This design comes from an exercise in tuning for small area, a short achievable clock period and few clock cycles on the open sky130 flow, not from production work. In this exercise RTL edits were held to simulation tests only and were not proved equivalent to the original. Power and IR drop assume default switching activity.

[flow/flow/run.sh]
#!/bin/bash
set -euo pipefail
bash standard.sh ABC_LOAD_IN_FF=0.5 synth > synth.log 2>&1
bash standard.sh 'BUFFER_PORTS_ARGS=-buffer_cell sky130_fd_sc_hd__buf_4' \
  MATCH_CELL_FOOTPRINT=0 \
  'CTS_ARGS=-sink_clustering_enable -repair_clock_nets -dont_use_dummy_load -sink_clustering_size 20 -sink_clustering_max_diameter 100' \
  finish > layout.log 2>&1
test -s out/final.def
[flow/standard.sh]
#!/bin/bash
# synth_recipe.tcl (not shown) runs the flow's synth.tcl, then flattens the netlist and writes it again
# the make line also repeats each setting of config.mk as NAME=value (left out here)
make -C /OpenROAD-flow-scripts/flow DESIGN_CONFIG=/design/flow/config.mk WORK_HOME=/design/flow/orfs CLKGATE_MAP_FILE= SYNTH_SCRIPT=/design/flow/synth_recipe.tcl "${@:-finish}"
[flow/config.mk]
export PLATFORM = sky130hd
export DESIGN_NAME = memsys
export DESIGN_NICKNAME = memsys
export VERILOG_FILES = /design/flow/design.v
export SDC_FILE = /design/flow/constraint.sdc
export NUM_CORES = 4
export LEC_CHECK = 0
export CAP_MARGIN = 20
export CORE_MARGIN = 2
export CORE_UTILIZATION = 75
export SETUP_SLACK_MARGIN = 2.5
export SLEW_MARGIN = 20
export SYNTH_HIERARCHICAL = 1
export SYNTH_MINIMUM_KEEP_SIZE = 0
export TNS_END_PERCENT = 0
[flow/constraint.sdc]
create_clock -name core_clock -period 9.0 [get_ports {clk}]
set_input_delay 1.8000 -clock core_clock [delete_from_list [all_inputs] [get_ports {clk}]]
set_output_delay 1.8000 -clock core_clock [all_outputs]
set_load 0.01 [all_outputs]
[flow/design.v]
`timescale 1 ns / 1 ps
module dec4
(
input [3:0] a,
output [15:0] y
);
assign y = 16'b1 << a;
endmodule
module dec4n
(
input [3:0] a,
input en_n,
output [15:0] y
);
assign y = en_n ? 16'd0 : (16'b1 << a);
endmodule
module rctl
(
input [3:0] c,
output [15:0] lo,
output [15:0] hi
);
genvar b;
generate
for (b = 0; b < 16; b = b + 1) begin : g
  assign lo[b] = c <= b;
  assign hi[b] = c > b;
end
endgenerate
endmodule
module wctl
(
input [3:0] c,
input [3:0] ctrl,
input we,
output [15:0] lo,
output [15:0] hi
);
genvar b;
generate
for (b = 0; b < 16; b = b + 1) begin : g
  wire [3:0] off = b - c;
  wire in = we & (off < ctrl);
  assign lo[b] = in & (c <= b);
  assign hi[b] = in & (c > b);
end
endgenerate
endmodule
module selgen
(
input [15:0] oh,
input lo,
input hi,
output [15:0] y
);
assign y = ({16{lo}} & oh) | ({16{hi}} & {oh[14:0], 1'b0});
endmodule
module mxi
(
input a,
input b,
input s,
input sn,
output y
);
assign y = ~((a & s) | (b & sn));
endmodule
module ao22
(
input a,
input b,
input m1,
input m2,
output y
);
assign y = (a & m1) | (b & m2);
endmodule
module rot16
(
input [127:0] xn,
input [3:0] s,
input [15:0] keep,
output [127:0] y
);
wire [127:0] t1, t2n, t4;
wire [3:0] sn = ~s;
wire [15:0] mk1 = keep & {16{s[3]}};
wire [15:0] mk2 = keep & {16{sn[3]}};
genvar k, i;
generate
for (k = 0; k < 16; k = k + 1) begin : by
  for (i = 0; i < 8; i = i + 1) begin : bi
    mxi m1(.a(xn [8*((k + 1) % 16) + i]), .b(xn [8*k + i]), .s(s[0]), .sn(sn[0]), .y(t1[8*k + i]));
    mxi m2(.a(t1 [8*((k + 2) % 16) + i]), .b(t1 [8*k + i]), .s(s[1]), .sn(sn[1]), .y(t2n[8*k + i]));
    mxi m4(.a(t2n[8*((k + 4) % 16) + i]), .b(t2n[8*k + i]), .s(s[2]), .sn(sn[2]), .y(t4[8*k + i]));
    ao22 m8(.a(t4 [8*((k + 8) % 16) + i]), .b(t4 [8*k + i]), .m1(mk1[k]), .m2(mk2[k]), .y(y[8*k + i]));
  end
end
endgenerate
endmodule
`timescale 1 ns / 1 ps
module slave_bank
(
input clk,
input a_rst,
input [15:0] wen,
input [7:0] wd,
input [15:0] rsel,
input [7:0] din,
output [7:0] xn
);
wire [127:0] rows;
genvar g, i, j;
generate
for (g = 0; g < 16; g = g + 1) begin : row
  reg [7:0] q;
  always @(posedge clk, posedge a_rst)
    if (a_rst)
      q <= 8'd0;
    else if (wen[g])
      q <= wd;
  assign rows[8*g +: 8] = q;
end
for (i = 0; i < 8; i = i + 1) begin : rd
  wire [7:0] l1;    
  wire [1:0] p;     
  for (j = 0; j < 7; j = j + 1) begin : pr
    aoi22 u(.a1(rows[8*(2*j) + i]), .a2(rsel[2*j]),
            .b1(rows[8*(2*j+1) + i]), .b2(rsel[2*j+1]), .y(l1[j]));
  end
  aoi221 u7(.a1(rows[8*14 + i]), .a2(rsel[14]), .b1(rows[8*15 + i]), .b2(rsel[15]),
            .c1(din[i]), .y(l1[7]));
  nand4g n0(.a(l1[0]), .b(l1[1]), .c(l1[2]), .d(l1[3]), .y(p[0]));
  nand4g n1(.a(l1[4]), .b(l1[5]), .c(l1[6]), .d(l1[7]), .y(p[1]));
  nor2g  o (.a(p[0]), .b(p[1]), .y(xn[i]));
end
endgenerate
endmodule
module aoi22 (input a1, input a2, input b1, input b2, output y);
assign y = ~((a1 & a2) | (b1 & b2));
endmodule
module aoi221 (input a1, input a2, input b1, input b2, input c1, output y);
assign y = ~((a1 & a2) | (b1 & b2) | c1);
endmodule
module nand4g (input a, input b, input c, input d, output y);
assign y = ~(a & b & c & d);
endmodule
module nor2g (input a, input b, output y);
assign y = ~(a | b);
endmodule
`timescale 1 ns / 1 ps
module memsys
(
input clk,
input a_rst,
input CMD_RCVD,
input rw,
input [7:0] addr,
input [3:0] ctrl,
input [119:0] data15,
output done,
output [119:0] answer
);
wire go = CMD_RCVD & ~a_rst;
wire we = go & rw;
assign done = go;
wire [3:0] c = addr[3:0];    
wire [15:0] woh;
dec4 dw(.a(addr[7:4]), .y(woh));
wire [63:0] roh;
genvar q;
generate
for (q = 0; q < 4; q = q + 1) begin : rdec
  dec4n dr(.a(addr[7:4]), .en_n(rw), .y(roh[16*q +: 16]));
end
endgenerate
wire [15:0] rlo0, rhi0, rlo1, rhi1, wlo, whi;
rctl rc0(.c(c), .lo(rlo0), .hi(rhi0));
rctl rc1(.c(c), .lo(rlo1), .hi(rhi1));
wctl wc(.c(c), .ctrl(ctrl), .we(we), .lo(wlo), .hi(whi));
wire [15:0] keep;
genvar k;
generate
for (k = 0; k < 16; k = k + 1) begin : kp
  assign keep[k] = rw | (k < ctrl);
end
endgenerate
wire [127:0] xn;    
wire [127:0] y;     
wire [127:0] din = rw ? {8'b0, data15} : 128'd0;
rot16 rot(.xn(xn), .s(rw ? 4'd0 - c : c), .keep(keep), .y(y));
assign answer = y[119:0];
genvar b;
generate
for (b = 0; b < 16; b = b + 1) begin : bank
  wire [15:0] wen, rsel0, rsel1;
  selgen ws(.oh(woh), .lo(wlo[b]), .hi(whi[b]), .y(wen));
  selgen rs0(.oh(roh[16*(b/4) +: 16]), .lo(rlo0[b]), .hi(rhi0[b]), .y(rsel0));
  selgen rs1(.oh(roh[16*(b/4) +: 16]), .lo(rlo1[b]), .hi(rhi1[b]), .y(rsel1));
  wire [15:0] rsel = {rsel1[15:8], rsel0[7:0]};
  slave_bank sb(.clk(clk), .a_rst(a_rst), .wen(wen), .wd(y[8*b +: 8]),
                .rsel(rsel), .din(din[8*b +: 8]), .xn(xn[8*b +: 8]));
end
endgenerate
endmodule
==> results of run 1 <==
repair_timing:
| item | in CTS | in global routing |
|---|---|---|
| setup endpoints to repair | 120 | 120 |
| gates resized for setup | 962 | 116 |
| pin swaps | 217 | 114 |
| cloned | 10 | 5 |
| buffers inserted | 57 | 19 |
how the worst min path moves through the flow:
| stage | cells past startpoint | slack [ns] | end |
|---|---|---|---|
| 5_1_grt | 1 | 0.50 | bank[3].sb.row[4].q[3] |
| 2_1_floorplan | 1 | 0.46 | bank[0].sb.row[14].q[7] |
| 3_3_place_gp | 1 | 0.47 | bank[6].sb.row[14].q[7] |
| 3_5_place_dp | 1 | 0.48 | bank[2].sb.row[3].q[7] |
| 6_report | 1 | 0.49 | bank[13].sb.row[13].q[7] |
| 4_1_cts | 1 | 0.49 | bank[11].sb.row[5].q[5] |
critical path: stages:
cell and delay [ns]:
buf_16 0.13, buf_12 0.15, nor2_4 0.14, nor2_1 0.06
buf_4 0.20, a22o_4 0.31, buf_4 0.15, a221oi_1 0.37
nand4_1 0.28, nor2_4 0.25, a22oi_1 0.21, a22oi_2 0.35
a22oi_2 0.16, a22o_2 0.41, buf_4 0.18
cells in the final DEF (no fill, tap or decap), drive strengths merged, types with 5 or more instances in the layout:
master     n
dfrtp   2048
mux2    2048
a22oi   1280
buf      612
a22o     608
nand4    256
nor2     173
and2     171
a221oi   130
clkbuf   127
inv       61
ha        42
nand2     33
nor4b     27
nor3      25
a21oi     23
nor2b     22
diode     20
nand2b    20
o21ai     18
nor4      17
conb      13
xnor2     13
nand3b     9
a211oi     9
nor3b      9
nand3      9
a21o       8
o211ai     6
and3       6
nor4bb     5
o21a       5
and3b      5
metrics by stage:
| step | power [mW] | util [%] | hold slack (ns) | instances |
|---|---|---|---|---|
| floorplan | 14.1 | - | 0.458 | 7726 |
| global placement | 15.5 | 75.4 | 0.467 | 9460 |
| detailed placement | 15.8 | 75.5 | 0.475 | 9462 |
| CTS | 21.2 | 81.1 | 0.493 | 9641 |
| global route | 22.2 | 81.7 | 0.503 | 9669 |
| finish | 21.7 | 81.8 | 0.491 | 9686 |
layout make-up:
class                           count  area (um2)
Sequential cell                  2048       51200
Multi-Input combinational cell   5020       49900
Fill cell                        7259       25000
Timing Repair Buffer              627        5630
Clock buffer                      112        2800
Tap cell                         1794        2240
Inverter                           65         302
Antenna cell                       20        50.0
power breakdown:
group          total [mW]  switching (mW)  internal (mW)
combinational        4.95            3.00           1.95
clock                5.19            2.99           2.20
sequential           11.5           0.884           10.7
layer usage:
metal  vias to the layer above  track usage, %
met2                      5598            72.6
met3                      1573            16.9
li1                      30300               -
met5                         -               0
met4                        20            37.0
met1                     40000            64.1
==> out/qor.yml, run 1 <==
drt_iter0_drc: 9908
path_clk_slew_ns: 0.08
m1WireLength_um: 126000
hold_viol: 0
worstHoldPathType: "reg -> reg"
critPathRequiredTime_ns: 7.20
ir_drop_mv: 0.207
pwr_density_cell_nw_per_um2: 193
p_leak_nw: 52.1
largest_reg_flops: 2048
placement.io_buffers: 256
met3WireLength_um: 49700
numCtsBuffers: 112
reg_top3: "bank.sb.row.q: 2048 flops"
crit_end: "answer[111]"
crit_type: "in -> out"
tns_ns: 0
antenna_found_initial: 27
critPathLaunch: "addr[1]"
clk_latency_ns: 0.81
grt_usage_pct: 50.5
slew_headroom_pct: 19.4
final.setup.worst_slack_ns: 1.99
clock_path_buffers: 3
worstPathMaxFanout: 8
top_register: "bank.sb.row.q"
drt-pass1-iter-count: 6
die_y_um: 375
die_w_um: 375
routed_wl_um: 364000
post-route-min-period_ns: 7.01
finClkSkew_ns: 0.110
setup_viol: 0
worst_setup_path_end_kind: "primary output"
grt_pass1_vias: 76600
cts_tree: "built"
std_cell_rows: 136
layout-drive-gt1-share_pct: 39.1
worstPathArrival_ns: 5.21
vias_per_cell: 8.00
cts_hold_repair.buffers: 0
die-area_um2: 141000
drc: 0
place_area_um2: 104000
synth_area_um2: 103000
synthCells: 7719
wl_per_cell_um: 37.6
area_growth_pct: 8.44
cts_sinks: 2048
reg2reg_depth: 10
status: "complete, no violations"
worst_pin_slew_ns: 1.21
place_ws_ns: 0.671
vias: 77500
htree_levels: 3
ioPinCount: 257
min_from: "bank[13].sb.row[13].q[7]"
reg2reg_slack_ns: 5.61
met2_wirelength_um: 155000
drv_slew: 0
final_net_count: 8052
r2r-start: "bank[11].sb.row[15].q[2]"
r2r-end: "bank[0].sb.row[9].q[2]"
rsz0062_at_grt: "yes"
ys_warn_count: 7
synth_area_per_cell_um2: 13.4
cp-start-kind: "primary input"
gp_congestion: 1.10
maxCapViolCount: 0
initial_utilization_pct: 75.4
final_design_area_no_fill_um2: 112000
timing.fmax_mhz: 143
grt_max_degree: 129
dp_hpwl_um: 246000
grt_overflow_total: 0
highest_layer: "met5"
ant_nets: 0
root_buffer: "clkbuf_16"
period_share_pct: 77.9
grt_pass1_wl_um: 523000
core_area_um2: 137000
Testbench counts, summed over its fixed seeds: cycles 4,800.
==> run 2: changes to the inputs <==
==> flow/config.mk (replaced) <==
export PLATFORM = sky130hd
export DESIGN_NAME = memsys
export DESIGN_NICKNAME = memsys
export VERILOG_FILES = /design/flow/design.v
export SDC_FILE = /design/flow/constraint.sdc
export NUM_CORES = 4
export LEC_CHECK = 0
export CAP_MARGIN = 10
export CORE_MARGIN = 2
export CORE_UTILIZATION = 70
export SETUP_SLACK_MARGIN = 2.5
export SLEW_MARGIN = 10
export SYNTH_HIERARCHICAL = 1
export SYNTH_MINIMUM_KEEP_SIZE = 0
export TNS_END_PERCENT = 0
==> run 2 against run 1 <==
Against the previous run:
- still clean on timing, DRC and antenna
- count of clock-buffer cells in the layout unchanged
- die area grew 7.1%
- critical path depth is 1 lower
- highest routed layer unchanged
==> out/qor.yml, run 2 <==
status: "complete, no violations"  # unchanged
critPathRequiredTime_ns: 7.20  # about the same
area_growth_pct: 7.87  # was 8.44%
p_leak_nw: 51.8  # was 52.1 nW
dp_hpwl_um: 241000  # was 246,000 um
wl_per_cell_um: 35.4  # was 37.6 um
largest_reg_flops: 2048  # unchanged
vias: 74100  # was 77,500
critPathLaunch: "addr[2]"  # was addr[1]
layout_common_cells: "dfrtp_1 (2,048), mux2_2 (1,312), a22oi_1 (1,054), mux2_1 (736), buf_4 (577)"  # was dfrtp_1 (2,048), mux2_2 (1,312), a22oi_1 (1,023), mux2_1 (736), buf_4 (549)
path_clk_slew_ns: 0.08  # about the same
final_common_cell: "dfrtp_1"  # unchanged
top_register: "bank.sb.row.q"  # unchanged
cts_tree: "built"  # unchanged
worst_pin_slew_ns: 1.34  # was 1.21 ns
p_int_mw: 14.8  # about the same
swShare_pct: 31.0  # was 31.7%
die-area_um2: 151000  # was 141,000 um2
clock_path_buffers: 3  # unchanged
rsz0062_at_grt: "yes"  # unchanged
tns_ns: 0  # unchanged
min_from: "bank[6].sb.row[11].q[3]"  # was bank[13].sb.row[13].q[7]
numCtsBuffers: 112  # unchanged
grt_pass1_vias: 73200  # was 76,600
layout-drive-gt1-share_pct: 38.6  # was 39.1%
hold_viol: 0  # unchanged
drc: 0  # unchanged
place_ws_ns: 0.591  # was 0.671 ns
r2r-end: "bank[13].sb.row[4].q[5]"  # was bank[0].sb.row[9].q[2]
grt_overflow_total: 0  # unchanged
initial_utilization_pct: 70.3  # was 75.4%
maxCapViolCount: 0  # unchanged
std_cell_rows: 141  # was 136
reg_top3: "bank.sb.row.q: 2048 flops"  # unchanged
drt-pass1-iter-count: 8  # was 6
finClkSkew_ns: 0.0744  # was 0.110 ns
gr-usage-met1_pct: 60.2  # was 64.1%
setup_viol: 0  # unchanged
worstPathMaxFanout: 13  # was 8
cts_sinks: 2048  # unchanged
htree_levels: 3  # unchanged
crit_type: "in -> out"  # unchanged
cp-start-kind: "primary input"  # unchanged
clk_latency_ns: 0.80  # was 0.81 ns
core_area_um2: 147000  # was 137,000 um2
die_w_um: 388  # was 375 um
placement.io_buffers: 256  # unchanged
reg2reg_depth: 11  # was 10
ys_warn_count: 7  # unchanged
worst_setup_path_end_kind: "primary output"  # unchanged
r2r-start: "bank[11].sb.row[14].q[5]"  # was bank[11].sb.row[15].q[2]
drt_iter0_drc: 9017  # was 9,908
reg2reg_slack_ns: 5.59  # was 5.61 ns
grt_pass1_wl_um: 506000  # was 523,000 um
cp_slowest_cell: "nor2_4"  # was a22o_2
grt_max_degree: 129  # unchanged
period_share_pct: 77.9  # about the same
grt_busiest_layer: "met2"  # unchanged
total_power_mw: 21.4  # was 21.7 mW
routed_wl_um: 347000  # was 364,000 um
met3_usage_pct: 13.8  # was 16.9%
ioPinCount: 257  # unchanged
synth_area_um2: 103000  # unchanged
ant_nets: 0  # unchanged
holdPathEnd: "bank[6].sb.row[11].q[3]"  # was bank[13].sb.row[13].q[7]
post-route-min-period_ns: 7.01  # about the same
slew_headroom_pct: 10.4  # was 19.4%
root_buffer: "clkbuf_16"  # unchanged
antenna_found_initial: 11  # was 27
pwr_density_cell_nw_per_um2: 192  # was 193 nW/um2
timing.fmax_mhz: 143  # about the same
cts_hold_repair.buffers: 0  # unchanged
die_y_um: 388  # was 375 um
slowest_delay_ns: 0.38  # was 0.41 ns
p_sw_mw: 6.63  # was 6.87 mW
vias_per_cell: 7.56  # was 8.00
drv_slew: 0  # unchanged
final.setup.worst_slack_ns: 1.99  # about the same
grt_usage_pct: 45.5  # was 50.5%
final_net_count: 8050  # was 8,052
p_seq_share_pct: 53.6  # was 53.2%
ir_drop_mv: 0.210  # was 0.207 mV
worstPathArrival_ns: 5.21  # about the same
p_comb_share_pct: 22.4  # was 22.8%
synthCells: 7719  # unchanged
synth_area_per_cell_um2: 13.4  # unchanged
worstHoldPathType: "reg -> reg"  # unchanged
clkPwrFrac_pct: 24.0  # was 23.9%
use_met2_pct: 66.1  # was 72.6%
path_cells: "buf_16 > buf_12 > nand2_8 > clkinvlp_4 > a22o_4 > a221oi_2 > nand4_1 > nor2_4 > a22oi_1 > a22oi_2 > a22oi_2 > buf_6 > a22o_4 > buf_4"  # was buf_16 > buf_12 > nor2_4 > nor2_1 > buf_4 > a22o_4 > buf_4 > a221oi_1 > nand4_1 > nor2_4 > a22oi_1 > a22oi_2 > a22oi_2 > a22o_2 > buf_4
holdPathStages: 1  # unchanged
gp_congestion: 1.05  # was 1.10
[run 2: power groups by stage]
stage	clock [mW]	combinational (mW)	sequential, mW
floorplan	0	2.80	11.3
global placement	0	4.04	11.5
detailed placement	0	4.18	11.6
CTS	5.15	4.61	11.4
global route	5.46	4.97	11.6
finish	5.14	4.80	11.5
[run 2: layout make-up]
class / count / area (um2)
Timing Repair Buffer: 626 / 5260
Tap cell: 1930 / 2410
Inverter: 65 / 299
Multi-Input combinational cell: 5019 / 49500
Antenna cell: 8 / 20.0
Clock buffer: 112 / 2800
Sequential cell: 2048 / 51200
Fill cell: 9423 / 35600
[run 2: worst max-delay path by stage]
| stage | slack [ns] | endpoint | depth (start not counted) |
|---|---|---|---|
| after floorplan | 0.49 | answer[0] | 7 |
| after global placement | 0.76 | answer[117] | 12 |
| after detailed placement | 0.59 | answer[117] | 12 |
| after CTS | 2.23 | answer[81] | 13 |
| after global routing | 2.03 | answer[5] | 14 |
| final | 1.99 | answer[5] | 14 |
[run 2: what timing repair did]
action	CTS	global route
buffers inserted	64	4
gates cloned	6	0
pin swaps	302	25
setup endpoints to repair	120	120
resized for setup	960	37
[run 2: layer usage]
layer	wire, um	share of wire [%]
met3	40800	12
met2	150000	43
met1	129000	37
met5	45	0.013
met4	27200	7.8
[run 2: through the flow]
| step | cells | cell area [um2] | hold slack (ns) | utilization [%] |
|---|---|---|---|---|
| after floorplan | 7726 | 103000 | 0.458 | - |
| after global placement | 9613 | 104000 | 0.467 | 70.5 |
| after detailed placement | 9613 | 104000 | 0.475 | 70.5 |
| after CTS | 9795 | 111000 | 0.493 | 75.7 |
| after global routing | 9801 | 112000 | 0.499 | 75.8 |
| final | 9808 | 112000 | 0.490 | 75.8 |
[run 2: worst max-delay path: cells and delay by family]
kind            cells  cell delay [ns]
simple gates        3             0.81
compound gates      6             1.61
buf+inv             5             0.92
==> run 3: changes to the inputs <==
--- a/flow/design.v
+++ b/flow/design.v
@@ -6,7 +6,7 @@
 );
 assign y = 16'b1 << a;
 endmodule
-module dec4n
+module dec4e
 (
 input [3:0] a,
 input en_n,
@@ -33,18 +33,34 @@
 input [3:0] c,
 input [3:0] ctrl,
 input we,
-output [15:0] lo,
-output [15:0] hi
+output [15:0] lo_n,
+output [15:0] hi_n
 );
 genvar b;
 generate
 for (b = 0; b < 16; b = b + 1) begin : g
   wire [3:0] off = b - c;
   wire in = we & (off < ctrl);
-  assign lo[b] = in & (c <= b);
-  assign hi[b] = in & (c > b);
-end
-endgenerate
+  assign lo_n[b] = ~(in & (c <= b));
+  assign hi_n[b] = ~(in & (c > b));
+end
+endgenerate
+endmodule
+module dec4n
+(
+input [3:0] a,
+output [15:0] yn
+);
+assign yn = ~(16'b1 << a);
+endmodule
+module wselgen
+(
+input [15:0] oh_n,
+input lo_n,
+input hi_n,
+output [15:0] y
+);
+assign y = ~(({16{lo_n}} | oh_n) & ({16{hi_n}} | {oh_n[14:0], 1'b1}));
 endmodule
 module selgen
 (
@@ -165,19 +181,19 @@
 wire we = go & rw;
 assign done = go;
 wire [3:0] c = addr[3:0];    
-wire [15:0] woh;
-dec4 dw(.a(addr[7:4]), .y(woh));
+wire [15:0] woh_n;
+dec4n dw(.a(addr[7:4]), .yn(woh_n));
 wire [63:0] roh;
 genvar q;
 generate
 for (q = 0; q < 4; q = q + 1) begin : rdec
-  dec4n dr(.a(addr[7:4]), .en_n(rw), .y(roh[16*q +: 16]));
-end
-endgenerate
-wire [15:0] rlo0, rhi0, rlo1, rhi1, wlo, whi;
+  dec4e dr(.a(addr[7:4]), .en_n(rw), .y(roh[16*q +: 16]));
+end
+endgenerate
+wire [15:0] rlo0, rhi0, rlo1, rhi1, wlo_n, whi_n;
 rctl rc0(.c(c), .lo(rlo0), .hi(rhi0));
 rctl rc1(.c(c), .lo(rlo1), .hi(rhi1));
-wctl wc(.c(c), .ctrl(ctrl), .we(we), .lo(wlo), .hi(whi));
+wctl wc(.c(c), .ctrl(ctrl), .we(we), .lo_n(wlo_n), .hi_n(whi_n));
 wire [15:0] keep;
 genvar k;
 generate
@@ -194,7 +210,7 @@
 generate
 for (b = 0; b < 16; b = b + 1) begin : bank
   wire [15:0] wen, rsel0, rsel1;
-  selgen ws(.oh(woh), .lo(wlo[b]), .hi(whi[b]), .y(wen));
+  wselgen ws(.oh_n(woh_n), .lo_n(wlo_n[b]), .hi_n(whi_n[b]), .y(wen));
   selgen rs0(.oh(roh[16*(b/4) +: 16]), .lo(rlo0[b]), .hi(rhi0[b]), .y(rsel0));
   selgen rs1(.oh(roh[16*(b/4) +: 16]), .lo(rlo1[b]), .hi(rhi1[b]), .y(rsel1));
   wire [15:0] rsel = {rsel1[15:8], rsel0[7:0]};
--- a/flow/config.mk
+++ b/flow/config.mk
@@ -5,11 +5,11 @@
 export SDC_FILE = /design/flow/constraint.sdc
 export NUM_CORES = 4
 export LEC_CHECK = 0
-export CAP_MARGIN = 10
+export CAP_MARGIN = 20
 export CORE_MARGIN = 2
 export CORE_UTILIZATION = 70
 export SETUP_SLACK_MARGIN = 2.5
-export SLEW_MARGIN = 10
+export SLEW_MARGIN = 20
 export SYNTH_HIERARCHICAL = 1
 export SYNTH_MINIMUM_KEEP_SIZE = 0
 export TNS_END_PERCENT = 0
==> run 3 against run 2 <==
Against the previous run:
- highest routed layer unchanged
- power rose by 1.6%
- clock power rose by 1%
- first-iteration DRC count rose by 1.8%
- die area fell by 0.98%
- clock skew rose by 0.047 ns
- still clean
- synthesized cell count fell by 0.21%
- critical path depth fell by 1
- worst hold slack barely moved
==> out/qor.yml, run 3 <==
status: "complete, no violations"  # unchanged
grt_pass1_wl_um: 502000  # was 506,000 um
cts_sinks: 2048  # unchanged
final_common_cell: "dfrtp_1"  # unchanged
cp-start-kind: "primary input"  # unchanged
rsz0062_at_grt: "yes"  # unchanged
routed_wl_um: 346000  # was 347,000 um
root_buffer: "clkbuf_16"  # unchanged
grt_overflow_total: 0  # unchanged
drc: 0  # unchanged
htree_levels: 3  # unchanged
dp_hpwl_um: 242000  # was 241,000 um
post-route-util_pct: 76.5  # was 75.8%
final_net_count: 8062  # was 8,050
top_register: "bank.sb.row.q"  # unchanged
timing.fmax_mhz: 142  # was 143 MHz
ff_latch_area_um2: 51200  # unchanged
ant_nets: 0  # unchanged
cts_tree: "built"  # unchanged
ys_warn_count: 7  # unchanged
final_design_area_no_fill_um2: 111000  # was 112,000 um2
std_cell_rows: 140  # was 141
synthCells: 7703  # was 7,719
total_power_mw: 21.8  # was 21.4 mW
maxCapViolCount: 0  # unchanged
gp_congestion: 1.04  # was 1.05
numCtsBuffers: 113  # was 112
holdPathStages: 1  # unchanged
initial_utilization_pct: 70.4  # was 70.3%
place_area_um2: 103000  # was 104,000 um2
ioPinCount: 257  # unchanged
grt_usage_pct: 45.2  # was 45.5%
p_leak_nw: 51.1  # was 51.8 nW
grt_max_degree: 129  # unchanged
timing.hold.ws_ns: 0.490  # about the same
reg2reg_depth: 10  # was 11
pwr_density_cell_nw_per_um2: 196  # was 192 nW/um2
layout-drive-gt1-share_pct: 37.5  # was 38.6%
slew_headroom_pct: 8.08  # was 10.4%
synth_area_per_cell_um2: 13.3  # was 13.4 um2
synth_area_um2: 102000  # was 103,000 um2
final.setup.worst_slack_ns: 1.95  # was 1.99 ns
antenna_found_initial: 16  # was 11
grt_pass1_vias: 73500  # was 73,200
ir_drop_mv: 0.209  # was 0.210 mV
layout_common_cells: "dfrtp_1 (2,048), mux2_2 (1,312), a22oi_1 (1,029), mux2_1 (736), buf_4 (587)"  # was dfrtp_1 (2,048), mux2_2 (1,312), a22oi_1 (1,054), mux2_1 (736), buf_4 (577)
period_share_pct: 78.3  # was 77.9%
placement.io_buffers: 256  # unchanged
setup_viol: 0  # unchanged
dp_cells: 9589  # was 9,613
worstHoldPathType: "reg -> reg"  # unchanged
vias: 75400  # was 74,100
drt_iter0_drc: 9176  # was 9,017
worst_pin_slew_ns: 1.38  # was 1.34 ns
drt-pass1-iter-count: 6  # was 8
finalNonFillerCells: 9811  # was 9,808
core_area_um2: 145000  # was 147,000 um2
finClkSkew_ns: 0.121  # was 0.0744 ns
multi_input_area_um2: 48700  # was 49,500 um2
place_ws_ns: 0.691  # was 0.591 ns
fill_cells: 9123  # was 9,423
worstPathMaxFanout: 16  # was 13
drv_slew: 0  # unchanged
die_w_um: 386  # was 388 um
clk_latency_ns: 0.81  # was 0.80 ns
crit_type: "in -> out"  # unchanged
cts_hold_repair.buffers: 0  # unchanged
largest_reg_flops: 2048  # unchanged
hold_viol: 0  # unchanged
clock_path_buffers: 3  # unchanged
tns_ns: 0  # unchanged
die-area_um2: 149000  # was 151,000 um2
vias_per_cell: 7.68  # was 7.56
post-route-min-period_ns: 7.05  # was 7.01 ns
worstPathArrival_ns: 5.25  # was 5.21 ns
die_y_um: 386  # was 388 um
critPathRequiredTime_ns: 7.20  # about the same
reg2reg_slack_ns: 5.53  # was 5.59 ns
path_clk_slew_ns: 0.08  # about the same
reg_top3: "bank.sb.row.q: 2048 flops"  # unchanged
area_growth_pct: 8.56  # was 7.87%
worst_setup_path_end_kind: "primary output"  # unchanged
wl_per_cell_um: 35.2  # was 35.4 um
run 3: cell type report:
| cell class | count | share of cell area [%] |
|---|---|---|
| Antenna cell | 13 | 0.0293 |
| Clock buffer | 113 | 2.54 |
| Inverter | 54 | 0.233 |
| Multi-Input combinational cell | 5017 | 43.8 |
| Sequential cell | 2048 | 46.1 |
| Tap cell | 1917 | 2.16 |
| Timing Repair Buffer | 649 | 5.08 |
run 3: path summary, 6_finish.rpt:
kind                                         start                 endpoint
setup / recovery                           addr[4]               answer[35]
hold / removal             bank[14].sb.row[5].q[6]  bank[14].sb.row[5].q[6]
setup reg to reg           bank[5].sb.row[14].q[3]   bank[7].sb.row[2].q[3]
hold reg to reg            bank[14].sb.row[5].q[6]  bank[14].sb.row[5].q[6]
max in group asynchronous                    a_rst  bank[0].sb.row[11].q[7]
min in group asynchronous                    a_rst   bank[5].sb.row[6].q[4]
run 3: metal layers:
layer	share of wire [%]	global-route usage, %	vias up
met5	0.029	0	-
met4	7.1	26.2	16
met3	12	12.7	1125
met2	43	65.2	4646
met1	38	61.5	39300
li1	-	-	30300
run 3: critical path, stage by stage:
cell and delay [ns]:
buf_16 0.16, nand2b_4 0.19, nor4b_2 0.40, buf_4 0.27, a22o_2 0.29, a22oi_2 0.13, nand4_1 0.38, nor2_4 0.15
a22oi_2 0.38, a22oi_2 0.17, a22oi_2 0.38, a22o_1 0.35, buf_4 0.18
run 3: what timing repair did:
| action | in CTS | in global routing |
|---|---|---|
| pin swaps | 210 | 131 |
| endpoints found under the setup margin | 120 | 120 |
| setup buffers | 45 | 36 |
| cloned | 10 | 5 |
| gates resized for setup | 843 | 160 |
run 3: power breakdown:
part	internal, mW	switching (mW)
clock	2.22	2.98
combinational	2.00	2.93
sequential	10.7	0.883
total	15.0	6.80
Testbench counts of run 3, summed over its fixed seeds: cycles 4,800.
==> run 4: changes to the inputs <==
--- a/flow/config.mk
+++ b/flow/config.mk
@@ -5,11 +5,11 @@
 export SDC_FILE = /design/flow/constraint.sdc
 export NUM_CORES = 4
 export LEC_CHECK = 0
-export CAP_MARGIN = 20
+export CAP_MARGIN = 10
 export CORE_MARGIN = 2
 export CORE_UTILIZATION = 70
 export SETUP_SLACK_MARGIN = 2.5
-export SLEW_MARGIN = 20
+export SLEW_MARGIN = 10
 export SYNTH_HIERARCHICAL = 1
 export SYNTH_MINIMUM_KEEP_SIZE = 0
 export TNS_END_PERCENT = 0
==> run 4 against run 3 <==
Against the previous run:
- sequential power is essentially flat
- global-route usage barely moved
- clock skew shrank 0.0072 ns
- worst hold slack lost 0.0012 ns
- die area unchanged
- wire length fell by 0.22%
- via count is 0.37% lower
- largest cell class unchanged
==> out/qor.yml, run 4 <==
holdPathStages: 1  # unchanged
root_buffer: "clkbuf_16"  # unchanged
dp_hpwl_um: 241000  # was 242,000 um
drv_slew: 0  # unchanged
wl_per_cell_um: 35.2  # about the same
grt_pass1_vias: 73800  # was 73,500
numCtsBuffers: 113  # unchanged
cp-start-kind: "primary input"  # unchanged
min_from: "bank[8].sb.row[5].q[1]"  # was bank[14].sb.row[5].q[6]
post-route-min-period_ns: 7.02  # was 7.05 ns
reg2reg_depth: 11  # was 10
rsz0062_at_grt: "yes"  # unchanged
die-area_um2: 149000  # unchanged
setup_viol: 0  # unchanged
largest_reg_flops: 2048  # unchanged
synthCells: 7703  # unchanged
timing.hold.ws_ns: 0.489  # was 0.490 ns
status: "complete, no violations"  # unchanged
grt_pass1_wl_um: 503000  # was 502,000 um
final_common_cell: "dfrtp_1"  # unchanged
timing.fmax_mhz: 142  # about the same
std_cell_rows: 140  # unchanged
finalNonFillerCells: 9794  # was 9,811
reg2reg_slack_ns: 5.51  # was 5.53 ns
htree_levels: 3  # unchanged
antenna_found_initial: 10  # was 16
synth_area_um2: 102000  # unchanged
worstHoldPathType: "reg -> reg"  # unchanged
area_growth_pct: 8.63  # was 8.56%
clk_latency_ns: 0.80  # was 0.81 ns
drt_iter0_drc: 8848  # was 9,176
tns_ns: 0  # unchanged
final_net_count: 8049  # was 8,062
r2r-end: "bank[5].sb.row[2].q[5]"  # was bank[7].sb.row[2].q[3]
place_ws_ns: 0.666  # was 0.691 ns
dp_cells: 9588  # was 9,589
worstPathArrival_ns: 5.22  # was 5.25 ns
final.setup.worst_slack_ns: 1.98  # was 1.95 ns
grt_usage_pct: 45.2  # about the same
hold_viol: 0  # unchanged
finClkSkew_ns: 0.114  # was 0.121 ns
slew_headroom_pct: 10.3  # was 8.08%
top_register: "bank.sb.row.q"  # unchanged
ys_warn_count: 7  # unchanged
cts_tree: "built"  # unchanged
holdPathEnd: "bank[8].sb.row[5].q[1]"  # was bank[14].sb.row[5].q[6]
period_share_pct: 78.0  # was 78.3%
grt_max_degree: 129  # unchanged
layout-drive-gt1-share_pct: 37.7  # was 37.5%
cts_sinks: 2048  # unchanged
initial_utilization_pct: 70.4  # unchanged
worst_setup_path_end_kind: "primary output"  # unchanged
p_leak_nw: 51.1  # about the same
total_power_mw: 21.8  # about the same
ioPinCount: 257  # unchanged
synth_area_per_cell_um2: 13.3  # unchanged
ant_nets: 0  # unchanged
crit_type: "in -> out"  # unchanged
r2r-start: "bank[11].sb.row[14].q[5]"  # was bank[5].sb.row[14].q[3]
gp_congestion: 1.04  # unchanged
vias_per_cell: 7.67  # was 7.68
core_area_um2: 145000  # unchanged
critPathRequiredTime_ns: 7.20  # about the same
die_y_um: 386  # unchanged
drc: 0  # unchanged
maxCapViolCount: 0  # unchanged
vias: 75100  # was 75,400
grt_overflow_total: 0  # unchanged
routed_wl_um: 345000  # was 346,000 um
worst_pin_slew_ns: 1.35  # was 1.38 ns
reg_top3: "bank.sb.row.q: 2048 flops"  # unchanged
critPathLaunch: "rw"  # was addr[4]
ir_drop_mv: 0.204  # was 0.209 mV
placement.io_buffers: 256  # unchanged
clock_path_buffers: 3  # unchanged
path_clk_slew_ns: 0.08  # about the same
layout_common_cells: "dfrtp_1 (2,048), mux2_2 (1,312), a22oi_1 (1,015), mux2_1 (736), buf_4 (572)"  # was dfrtp_1 (2,048), mux2_2 (1,312), a22oi_1 (1,029), mux2_1 (736), buf_4 (587)
drt-pass1-iter-count: 6  # unchanged
worstPathMaxFanout: 12  # was 16
pwr_density_cell_nw_per_um2: 196  # about the same
die_w_um: 386  # unchanged
run 4: repair_timing:
| item | CTS | global route |
|---|---|---|
| pin swaps | 218 | 154 |
| cloned | 10 | 3 |
| buffers inserted | 43 | 27 |
| hold endpoints to repair | 0 | 0 |
| setup endpoints to repair | 120 | 120 |
| hold buffers | 0 | 0 |
| resized for setup | 867 | 185 |
run 4: per-stage QoR:
stage	cell area [um2]	utilization [%]
after global placement	103000	70.8
after detailed placement	103000	70.8
after floorplan	102000	-
after global routing	111000	76.5
final	111000	76.5
after CTS	110000	75.6
run 4: how the worst max path moves through the flow:
stage                       endpoint  cells after the start
final                     answer[35]                     13
after global placement    answer[94]                     13
after global routing      answer[28]                     13
after floorplan            answer[0]                      7
after CTS                 answer[85]                     14
after detailed placement  answer[94]                     13
run 4: worst max-delay path, cell delays in order:
cell and delay (ns):
buf_16 0.16, nand2b_4 0.20, nor3_1 0.35, buf_4 0.24, a22o_1 0.38, a22oi_1 0.12, nand4_1 0.31, nor2_4 0.13
a22oi_2 0.40, a22oi_2 0.18, a22oi_2 0.38, a22o_1 0.34, buf_4 0.18
run 4: report_power, final:
group          internal [mW]  switching [mW]  leakage (nW)
clock network           2.22            2.96          1.39
logic                   2.00            2.94          21.9
registers               10.7           0.893          27.9
run 4: area by class of cell:
class,count,area [um2]
Sequential cell,2048,51200
Multi-Input combinational cell,5018,48900
Fill cell,9055,34200
Timing Repair Buffer,635,5550
Clock buffer,113,2830
Tap cell,1917,2400
Inverter,54,264
Antenna cell,9,22.5
run 4: routing by layer:
layer	routed length (um)	vias to the layer above	share of wire, %	track usage, %
met4	25900	10	7.5	27.2
met3	41300	1101	12	13.0
li1	-	30300	-	-
met5	66	-	0.019	0
met1	129000	39100	37	60.8
met2	148000	4617	43	65.2

==> separate check: timing with driven ports <==
How much do the figures lean on ideal ports? The routed layouts below were timed once more, with nothing changed but the port constraints.
Step 1 sets driving cells, clkbuf_16 on the clock port and buf_2 on the other inputs (assumed; they add their load-dependent delay and slew).
Step 2 moves the port delays by t, midway between the first and last clock arrival at a register: inputs arrive t later, outputs are due t later. That takes back most of the time a late clock gives input paths.
a / b / c = ideal / step 1 / step 2; a / b = the first two.
run | t, ns | setup WS [ns] | worst register clock-pin slew, ns
run 1 | 0.857 | 1.989 / 1.613 / 1.613 | 0.09 / 0.09
run 2 | 0.851 | 1.992 / 1.650 / 1.650 | 0.09 / 0.09
run 3 | 0.836 | 1.950 / 1.647 / 1.647 | 0.09 / 0.09
run 4 | 0.834 | 1.978 / 1.735 / 1.735 | 0.09 / 0.09
After both steps every run listed still meets setup and hold. For run 1, which loses most, drivers alone change the setup slack by -0.376 ns; drivers and shift together by -0.376 ns.
